From an optimization exercise on the open Yosys and OpenROAD flow, aimed at small area, a short achievable clock period and few clock cycles; shortcuts taken in it are not production practice. In this exercise RTL edits were held to simulation tests only and were not proved equivalent to the original. No activity file was given, so power comes from the tool's default toggle rates.

Setup of P:
==> flow/design.v (excerpt) <==
module P_Liu (
	input clk,
	input rst,
	input [15:0] inputLine,
	output [15:0] outputLine,
	output outputLineWrite,
	output [9:0] imem_addr,
	input [15:0] imem_rdata,
	output [9:0] dmem_addr,
	output [15:0] dmem_wdata,
	output dmem_we,
	input [15:0] dmem_rdata
);
For scale: about 1700 cells after synthesis, about 250 flip-flops, about 17000 sq um of cells after synthesis.
export LEC_CHECK = 0
export CAP_MARGIN = 20
export CORE_MARGIN = 2
export CORE_UTILIZATION = 40
export SLEW_MARGIN = 20
create_clock -name core_clock -period 11.0 [get_ports {clk}]
standard.sh (not shown) runs the stock make flow with config.mk's settings and CLKGATE_MAP_FILE= SYNTH_SCRIPT=/design/flow/synth_recipe.tcl, a recipe that flattens the netlist after the stock synthesis.
==> flow/flow/run.sh <==
#!/bin/bash
set -euo pipefail
bash standard.sh TNS_END_PERCENT=10 \
  "BUFFER_PORTS_ARGS=-buffer_cell sky130_fd_sc_hd__buf_2" \
  floorplan > standard_make_floorplan.log 2>&1
bash standard.sh SETUP_SLACK_MARGIN=6.5 TNS_END_PERCENT=10 \
  "BUFFER_PORTS_ARGS=-buffer_cell sky130_fd_sc_hd__buf_2" \
  finish > standard_make.log 2>&1
P: flow completed, timing, DRC and antenna clean
Testbench counts of P, summed over its fixed seeds: cycles 59,843.
Input-level comparison between Q and P:
==> flow/flow/run.sh <==
#!/bin/bash
set -euo pipefail
bash standard.sh SETUP_SLACK_MARGIN=7 TNS_END_PERCENT=10 \
  CAP_MARGIN=0 SLEW_MARGIN=0 \
  "CTS_BUF_LIST=sky130_fd_sc_hd__clkbuf_4 sky130_fd_sc_hd__clkbuf_8" \
  finish > standard_make.log 2>&1
In the reports for P and Q, the smaller worst hold slack belongs to P.
Compared with P, Q shows a iteration count of the initial detailed-routing pass that is 1 higher.
NOTE via count of the first global-routing pass P->Q increased by a few percent
Against P, Q comes in 2.1 points higher on share of power burned in combinational logic.
Q vs P: switching fraction of total power down
Cell area: P and Q compared, lower one is P
Comparing P and Q, the higher total power was measured on Q.
Re final-stage net count: Q is 63 up on P.
Clock latency on the worst-skew pair (lower): P
Q vs. P: global routing usage on met3 went up by 0.88 points.
Share of the core filled with cells in the final layout for Q: 2.4 points up relative to P
Input-level comparison between R and Q:
==> flow/flow/run.sh <==
#!/bin/bash
set -euo pipefail
bash standard.sh SETUP_SLACK_MARGIN=6.5 TNS_END_PERCENT=5 \
  "BUFFER_PORTS_ARGS=-buffer_cell sky130_fd_sc_hd__buf_2" \
  finish > standard_make.log 2>&1
Findings:
Looking at overall fraction of global-route tracks in use, R sits 1.3 points below Q. Post-route DRC violation count came out exactly the same in Q and R. Final critical path time including I/O delays and setup was lower in the run labelled R. Setup slack in R is larger than in Q. R vs Q — fraction of the core area covered by cells at the end of the flow dropped 2.7 points.
> inputs changed (R -> S)
--- a/flow/flow/run.sh
+++ b/flow/flow/run.sh
@@ -3 +3 @@
-bash standard.sh SETUP_SLACK_MARGIN=6.5 TNS_END_PERCENT=5 \
+bash standard.sh SETUP_SLACK_MARGIN=6.8 TNS_END_PERCENT=10 \
--- outcome ---
Compared to R, S has routed wire length about 0.33% higher. Compared to R, S has length of routed wiring on met1 0.84% higher. Hold path depth on S is down relative to R. On number of storage elements in the synthesis netlist, S and R are basically level. S: final standard cell utilization of the core higher than R. R reports its cell with the largest stage delay on the worst path as sky130_fd_sc_hd__o21ai_0 while S reports sky130_fd_sc_hd__or4_4.

* * *

Setup of alpha:
Starting RTL as in the previous note.
Settings: LEC_CHECK=0, CAP_MARGIN=20, CORE_MARGIN=2, CORE_UTILIZATION=40, SLEW_MARGIN=20; clock period 11.0 ns.
==> flow/flow/run.sh <==
#!/bin/bash
set -euo pipefail
bash standard.sh SETUP_SLACK_MARGIN=7 TNS_END_PERCENT=10 finish > standard_make.log 2>&1
Testbench counts of alpha, summed over its fixed seeds: cycles 59,843.
Inputs modified between alpha and beta:
==> flow/flow/run.sh <==
#!/bin/bash
set -euo pipefail
bash standard.sh SETUP_SLACK_MARGIN=6.5 TNS_END_PERCENT=10 \
  "BUFFER_PORTS_ARGS=-buffer_cell sky130_fd_sc_hd__buf_2" \
  finish > standard_make.log 2>&1
==> results.txt <==
On layout buffer count excluding clock buffers: between beta and alpha, it ends up higher for alpha. In beta, clock-buffer cell count is lower than in alpha. beta ended up with sb[6] as its start point of the critical path; alpha ended up with rst. Comparing the two runs side by side, beta comes out behind alpha on final critical path time including I/O delays and setup.
Inputs modified between beta and gamma:
==> flow/flow/run.sh <==
#!/bin/bash
set -euo pipefail
bash standard.sh SETUP_SLACK_MARGIN=7 TNS_END_PERCENT=10 \
  "BUFFER_PORTS_ARGS=-buffer_cell sky130_fd_sc_hd__buf_2" \
  finish > standard_make.log 2>&1
### Flow results
beta ended up with x7[4] as its capture point of the worst path; gamma ended up with x2[6].
Delta (gamma minus beta): total chip power increased by 210 uW relative to the old numbers; worst path required time saw little to no change; maximum vdd ir drop grew by about 9%; number of resized instances in the post-cts repair step rose by 82; critical path depth went down by 3.
In the route summary, gamma ends up with a via count exceeding that of beta.

port drivers added, routing unchanged:
Ports are ideal in the flow. The routed layouts listed here were re-timed in OpenROAD. Step 1, drivers: a clkbuf_16 drives clk and a buf_2 each remaining input, both assumed. Step 2 adds t to the input delays and takes it off the output delays; t is the mean of the earliest and latest rising clock arrival at the registers after step 1. Input paths then give back, and output paths get back, about the clock's delay inside the block. a / b / c = no drivers / after step 1 / after step 2; a / b = the first two.
run	t (ns)	slack for setup (ns)	worst hold slack (ns)	worst setup path after step 2
P	0.611	6.430 / 6.462 / 5.851	0.560 / 0.560 / 0.560	input to register
Q	0.685	6.354 / 6.386 / 5.701	0.594 / 0.594 / 0.594	input to register
R	0.623	6.413 / 6.434 / 5.811	0.563 / 0.563 / 0.563	input to register
S	0.657	6.578 / 6.578 / 5.990	0.567 / 0.567 / 0.567	input to register
alpha	0.619	6.461 / 6.494 / 5.876	0.584 / 0.584 / 0.584	input to register
beta	0.625	6.450 / 6.450 / 5.945	0.571 / 0.571 / 0.571	input to register
gamma	0.618	6.377 / 6.415 / 5.797	0.565 / 0.565 / 0.565	input to register
After both steps setup and hold are still met in every run listed. The setup slack of Q, which loses most, moves by +0.032 ns with the drivers and by -0.653 ns with both steps.
